This is an optimization exercise on Yosys and OpenROAD, whose aim is small area and a short achievable clock period, not a production implementation.
RTL that was checked went through simulation tests only; none was proved equivalent to the original.
Power is estimated from default activity; no workload was simulated.

orange:
==> flow/design.v <==
module CPU (
    input wire clk,
    input wire rst_n,
    input wire [8-1:0] int_flag,
    output wire [16-1:0] inst_addr,
    input  wire [16-1:0] inst_data,
    output wire [16-1:0] mem_addr,
    output wire [16-1:0] mem_wd,
    input  wire [16-1:0] mem_rd,
    output wire            mem_ctrl
);
    reg [15:0] pc;
    reg [15:0] id_inst;
    reg        id_valid, id_inc;    
    reg [15:0] ex_a, ex_b;      
    reg [ 7:0] ex_imm;          
    reg [ 2:0] ex_rd;
    reg [ 2:0] ex_op;           
    reg [ 1:0] ex_rwsel;        
    reg        ex_we;           
    reg        ex_mem;          
    reg        ex_sub;          
    reg        ex_mul;          
    reg        ex_csrw;         
    reg        ex_jal, ex_jr;
    reg        ex_beq, ex_ble;
    reg [15:0] rf [1:7];
    reg [ 7:1] rf_v;
    reg [31:0] cycle;
    reg [15:0] mtvec, mcause, mepc, mie, mstatus, mscratch;
    reg        s_write, s_mret;    
    reg        i_entry, i_ret;     
    reg        int_en;
    reg        gie_q;
    wire        sub     = ex_sub;
    wire [15:0] bb      = ex_b ^ {16{sub}};    
    wire [15:0] sum     = ex_a + bb + {15'b0, sub};
    wire [15:0] addr    = ex_a + {11'b0, ex_imm[4:0]};
    wire [15:0] prod    = ex_a * ex_b;
    wire        shr     = ex_op[0];
    reg  [15:0] sh_in, srl_o;
    integer n;
    always @(*) for (n = 0; n < 16; n = n + 1) sh_in[n] = shr ? ex_a[15-n] : ex_a[n];
    wire [15:0] sh_o    = (|ex_b[15:4]) ? 16'b0 : (sh_in << ex_b[3:0]);
    always @(*) for (n = 0; n < 16; n = n + 1) srl_o[n] = sh_o[15-n];
    wire [15:0] sll_o   = sh_o;
    reg [15:0] alu;
    always @(*) begin
        case (ex_op)
            3'b000, 3'b001: alu = sum;
            3'b010: alu = sum;      
            3'b011: alu = ex_a & bb;
            3'b100:  alu = ex_a | bb;
            3'b101: alu = ex_a ^ bb;
            3'b110: alu = sll_o;
            default: alu = srl_o;
        endcase
    end
    wire eq = (sum == 16'b0);
    wire lt = (ex_a[15] ^ ex_b[15]) ? ex_a[15] : sum[15];
    wire int_assert = i_entry | i_ret;
    wire jump_flag  = int_assert | ex_jal | ex_jr | (ex_beq & eq) | (ex_ble & lt);
    wire [15:0] jump_pc = int_assert ? (i_entry ? mtvec : mepc) :
                          ex_jr ? sum : {8'b0, ex_imm};
    reg [15:0] csr_rdata;
    always @(*) begin
        case (ex_imm[4:0])
            5'd0: csr_rdata = cycle[15:0];
            5'd1: csr_rdata = cycle[31:16];
            5'd2: csr_rdata = mtvec;
            5'd3: csr_rdata = mcause;
            5'd4: csr_rdata = mepc;
            5'd5: csr_rdata = mie;
            5'd6: csr_rdata = mstatus;
            5'd7: csr_rdata = mscratch;
            default: csr_rdata = 16'b0;
        endcase
    end
    wire [15:0] wb_o = (ex_rwsel == 2'b01) ? mem_rd :
                       (ex_rwsel == 2'b10) ? csr_rdata : alu;
    wire [15:0] wb = ex_mul ? prod : wb_o;
    assign mem_addr = addr;
    assign mem_wd   = ex_b;
    assign mem_ctrl = ex_mem;
    wire int_any  = (int_flag != 8'h00) & mstatus[3];
    wire mret_en  = (id_inst == 16'h0000) & int_en & ~gie_q;
    wire idle     = ~s_write & ~s_mret;
    wire take     = idle & mstatus[3] & (int_flag == 8'b00000001);
    wire clear    = int_any | mret_en | ~idle | jump_flag;
    wire [15:0] id_addr = id_valid ? pc - {15'b0, id_inc} : 16'b0;
    wire [15:0] cap_addr = jump_flag ? {8'b0, ex_imm} : id_addr;
    always @(posedge clk) gie_q <= mstatus[3];
    always @(posedge clk or negedge rst_n) begin
        if (~rst_n) begin
            s_write <= 1'b0;
            s_mret  <= 1'b0;
            i_entry <= 1'b0;
            i_ret   <= 1'b0;
            int_en  <= 1'b0;
        end else begin
            s_write <= take;
            s_mret  <= idle & ~int_any & mret_en;
            i_entry <= s_write;
            i_ret   <= s_mret;
            if (idle & int_any) int_en <= 1'b1;
            else if (idle & mret_en) int_en <= 1'b0;
        end
    end
    wire csr_we = ex_csrw;
    wire [4:0] csr_wa = ex_imm[4:0];
    always @(posedge clk or negedge rst_n) begin
        if (~rst_n) cycle <= 32'b0;
        else cycle <= cycle + 1'b1;
    end
    always @(posedge clk or negedge rst_n) begin
        if (~rst_n) begin
            mtvec <= 16'b0;
            mcause <= 16'b0;
            mepc <= 16'b0;
            mie <= 16'b0;
            mstatus <= 16'b0;
            mscratch <= 16'b0;
        end else begin
            if (csr_we && csr_wa == 5'd2) mtvec <= ex_a;
            if (take) mcause <= 16'h0004;
            else if (csr_we && csr_wa == 5'd3) mcause <= ex_a;
            if (take) mepc <= cap_addr;
            else if (csr_we && csr_wa == 5'd4) mepc <= ex_a;
            if (csr_we && csr_wa == 5'd5) mie <= ex_a;
            if (csr_we && csr_wa == 5'd6) mstatus <= ex_a;
            else if (i_entry) mstatus[3] <= 1'b0;
            else if (i_ret) mstatus[3] <= mstatus[7];
            if (csr_we && csr_wa == 5'd7) mscratch <= ex_a;
        end
    end
    assign inst_addr = pc;
    wire pc_stall = (pc == 1024 - 1) || (inst_data == 16'b0);
    wire [15:0] pc_inc = pc + 1'b1;
    wire [15:0] pc_seq = (clear | pc_stall) ? pc : pc_inc;
    always @(posedge clk) begin
        if (~rst_n) pc <= 16'b0;
        else pc <= jump_flag ? jump_pc : pc_seq;
    end
    always @(posedge clk) begin
        if (~rst_n | clear) begin
            id_inst  <= 16'b0;
            id_valid <= 1'b0;
        end else begin
            id_inst  <= inst_data;
            id_valid <= 1'b1;
        end
        id_inc <= ~pc_stall;
    end
    wire [4:0] op = id_inst[4:0];
    wire [2:0] rd = id_inst[7:5];
    wire [2:0] rs = id_inst[10:8];
    wire d_alu  = (op[4:3] == 2'b00);             
    wire d_alui = (op[4:3] == 2'b10);             
    wire d_lw   = (op == 5'b11000);
    wire d_sw   = (op == 5'b11001);
    wire d_csrr = (op == 5'b11010);
    wire d_csrw = (op == 5'b11011);
    wire d_jal  = (op == 5'b11100);
    wire d_jr   = (op == 5'b11101);
    wire d_li   = (op == 5'b11110);
    wire d_rc   = (op == 5'b11111);
    wire d_beq  = (op == 5'b01000);
    wire d_ble  = (op == 5'b01001);
    wire d_immsel = d_jal | d_jr | d_li;
    wire d_immop  = d_alui | d_lw | d_sw | d_csrr | d_csrw | d_jal | d_jr | d_li;
    wire d_we     = d_alu | d_alui | d_lw | d_csrr | d_jal | d_li;
    wire [2:0] d_op = (d_alu | d_alui) ? op[2:0] : 3'b000;
    wire [1:0] d_rwsel = d_lw ? 2'b01 : d_csrr ? 2'b10 : 2'b00;
    wire [7:0] d_imm = d_immsel ? id_inst[15:8] : {3'b0, id_inst[15:11]};
    wire       absel = d_lw | d_sw;
    wire [2:0] ra = absel ? rs : rd;
    wire [2:0] rb = d_sw ? rd : rs;
    wire fwd_a = ex_we & (ra == ex_rd);
    wire fwd_b = ex_we & (rb == ex_rd);
    reg [15:0] rf_a, rf_b;
    integer k;
    always @(*) begin
        rf_a = 16'b0;
        rf_b = 16'b0;
        for (k = 1; k < 8; k = k + 1) begin
            if (ra == k && rf_v[k]) rf_a = rf[k];
            if (rb == k && rf_v[k]) rf_b = rf[k];
        end
    end
    wire        b_imm  = d_immop & ~d_sw;
    wire [15:0] a_o    = fwd_a ? wb_o : rf_a;
    wire [15:0] b_o    = b_imm ? {8'b0, d_imm} : fwd_b ? wb_o : rf_b;
    wire        a_prod = fwd_a & ex_mul;
    wire        b_prod = fwd_b & ex_mul & ~b_imm;
    wire [15:0] a_next = a_prod ? prod : a_o;
    wire [15:0] b_next = b_prod ? prod : b_o;
    always @(posedge clk) begin
        ex_a   <= a_next;
        ex_b   <= b_next;
        ex_imm <= d_imm;
        ex_rd  <= rd;
        ex_op  <= d_op;
        ex_rwsel <= d_rwsel;
        ex_sub <= ((d_alu | d_alui) & (op[2:0] == 3'b001)) | d_beq | d_ble;
        ex_mul <= (d_alu | d_alui) & (op[2:0] == 3'b010);
        if (~rst_n | clear) begin
            ex_we   <= 1'b0;
            ex_mem  <= 1'b0;
            ex_csrw <= 1'b0;
            ex_jal  <= 1'b0;
            ex_jr   <= 1'b0;
            ex_beq  <= 1'b0;
            ex_ble  <= 1'b0;
        end else begin
            ex_we   <= d_we;
            ex_mem  <= d_sw;
            ex_csrw <= d_csrw;
            ex_jal  <= d_jal;
            ex_jr   <= d_jr;
            ex_beq  <= d_beq;
            ex_ble  <= d_ble;
        end
    end
    always @(posedge clk) begin
        if (~rst_n | d_rc) rf_v <= 7'b0;
        else if (ex_we && ex_rd != 3'd0) rf_v[ex_rd] <= 1'b1;
    end
    always @(posedge clk) begin
        if (ex_we && ex_rd != 3'd0) rf[ex_rd] <= wb;
    end
endmodule
export LEC_CHECK = 0
export ABC_AREA = 1
export CAP_MARGIN = 20
export CORE_MARGIN = 2
export CORE_UTILIZATION = 55
export SETUP_SLACK_MARGIN = 5
export SLEW_MARGIN = 20
create_clock -name core_clock -period 10.5 [get_ports {clk}]
standard.sh (not shown) runs the stock make flow with config.mk's settings and CLKGATE_MAP_FILE= SYNTH_SCRIPT=/design/flow/synth_recipe.tcl, a recipe that flattens the netlist after the stock synthesis.
==> flow/flow/run.sh <==
#!/bin/bash
# Standard ORFS layout, with two changes to how it is made:
#  - synthesis leaves adders to ABC instead of mapping them onto the library's
#    full/half-adder cells (which are slow in sky130hd);
#  - ports are buffered with plain buffers instead of delay buffers.
set -euo pipefail
bash standard.sh ADDER_MAP_FILE= "BUFFER_PORTS_ARGS=-buffer_cell sky130_fd_sc_hd__buf_2" finish > flow_standard.log 2>&1
Input-level comparison between blue and orange:
-- flow/design.v --
<<< orange, line 21
    reg        ex_mem;          
    reg        ex_sub;          
    reg        ex_mul;          
    reg        ex_csrw;         
    reg        ex_jal, ex_jr;
>>> blue, line 21
    reg        ex_mem;          
    reg        ex_sub;          
    reg        ex_csrw;         
    reg        ex_jal, ex_jr;
<<< orange, line 49
        case (ex_op)
            3'b000, 3'b001: alu = sum;
            3'b010: alu = sum;      
            3'b011: alu = ex_a & bb;
            3'b100:  alu = ex_a | bb;
>>> blue, line 48
        case (ex_op)
            3'b000, 3'b001: alu = sum;
            3'b010: alu = prod;
            3'b011: alu = ex_a & bb;
            3'b100:  alu = ex_a | bb;
<<< orange, line 57
        endcase
    end
    wire eq = (sum == 16'b0);
    wire lt = (ex_a[15] ^ ex_b[15]) ? ex_a[15] : sum[15];
    wire int_assert = i_entry | i_ret;
    wire jump_flag  = int_assert | ex_jal | ex_jr | (ex_beq & eq) | (ex_ble & lt);
>>> blue, line 56
        endcase
    end
    wire eq = (ex_a == ex_b);
    wire lt = ($signed(ex_a) < $signed(ex_b));
    wire int_assert = i_entry | i_ret;
    wire jump_flag  = int_assert | ex_jal | ex_jr | (ex_beq & eq) | (ex_ble & lt);
<<< orange, line 77
        endcase
    end
    wire [15:0] wb_o = (ex_rwsel == 2'b01) ? mem_rd :
                       (ex_rwsel == 2'b10) ? csr_rdata : alu;
    wire [15:0] wb = ex_mul ? prod : wb_o;
    assign mem_addr = addr;
    assign mem_wd   = ex_b;
>>> blue, line 76
        endcase
    end
    wire [15:0] wb = (ex_rwsel == 2'b01) ? mem_rd :
                     (ex_rwsel == 2'b10) ? csr_rdata : alu;
    assign mem_addr = addr;
    assign mem_wd   = ex_b;
<<< orange, line 188
        end
    end
    wire        b_imm  = d_immop & ~d_sw;
    wire [15:0] a_o    = fwd_a ? wb_o : rf_a;
    wire [15:0] b_o    = b_imm ? {8'b0, d_imm} : fwd_b ? wb_o : rf_b;
    wire        a_prod = fwd_a & ex_mul;
    wire        b_prod = fwd_b & ex_mul & ~b_imm;
    wire [15:0] a_next = a_prod ? prod : a_o;
    wire [15:0] b_next = b_prod ? prod : b_o;
    always @(posedge clk) begin
        ex_a   <= a_next;
>>> blue, line 186
        end
    end
    wire [15:0] a_next = fwd_a ? wb : rf_a;
    wire [15:0] b_next = (d_immop & ~d_sw) ? {8'b0, d_imm} : fwd_b ? wb : rf_b;
    always @(posedge clk) begin
        ex_a   <= a_next;
<<< orange, line 202
        ex_op  <= d_op;
        ex_rwsel <= d_rwsel;
        ex_sub <= ((d_alu | d_alui) & (op[2:0] == 3'b001)) | d_beq | d_ble;
        ex_mul <= (d_alu | d_alui) & (op[2:0] == 3'b010);
        if (~rst_n | clear) begin
            ex_we   <= 1'b0;
>>> blue, line 195
        ex_op  <= d_op;
        ex_rwsel <= d_rwsel;
        ex_sub <= (d_alu | d_alui) & (op[2:0] == 3'b001);
        if (~rst_n | clear) begin
            ex_we   <= 1'b0;
## What came out
In blue the overall routing resource usage turned out 1.1 points lower than in orange. Utilization was higher in the run labelled orange. In blue the area after synthesis turned out about 1.6% higher than in orange. Est. power | blue vs orange | blue higher. Maximum number of pins on one net before global-route repair, orange and blue, lower one = blue. Relative to orange, met1 layer wirelength in the final routing has increased by 260 um in blue. Sequential element share of the synthesized area, orange and blue, lower one = blue. Summary of blue over orange: count of placed standard cells in the final layout, fillers left out increased by 135 relative to the old numbers, CTS buffer count decreased by 2 relative to the old numbers, clock-buffer cell count decreased by 5.9% relative to the old numbers.
The RTL of blue was laid out without a check of its function.

==> re-timing with driven ports <==
Ports are ideal in the flow. The routed layouts listed here were re-timed in OpenROAD.
Step 1 assumes that a clkbuf_16 drives the clock port and a buf_2 every other input.
Step 2 adds t to the input delays and takes it off the output delays; t is the mean of the earliest and latest rising clock arrival at the registers after step 1. Input paths then give back, and output paths get back, about the clock's delay inside the block.
a / b / c = no drivers / after step 1 / after step 2; a / b = the first two.
| run | shift t [ns] | slack for setup (ns) | hold WS [ns] | latest minus earliest clock arrival (ns) |
|---|---|---|---|---|
| orange | 0.619 | 5.128 / 5.067 / 5.385 | 0.376 / 0.376 / 0.376 | 0.025 / 0.025 |
| blue | 0.627 | 5.170 / 5.109 / 5.542 | 0.382 / 0.382 / 0.382 | 0.027 / 0.027 |
After both steps every run listed still meets setup and hold.
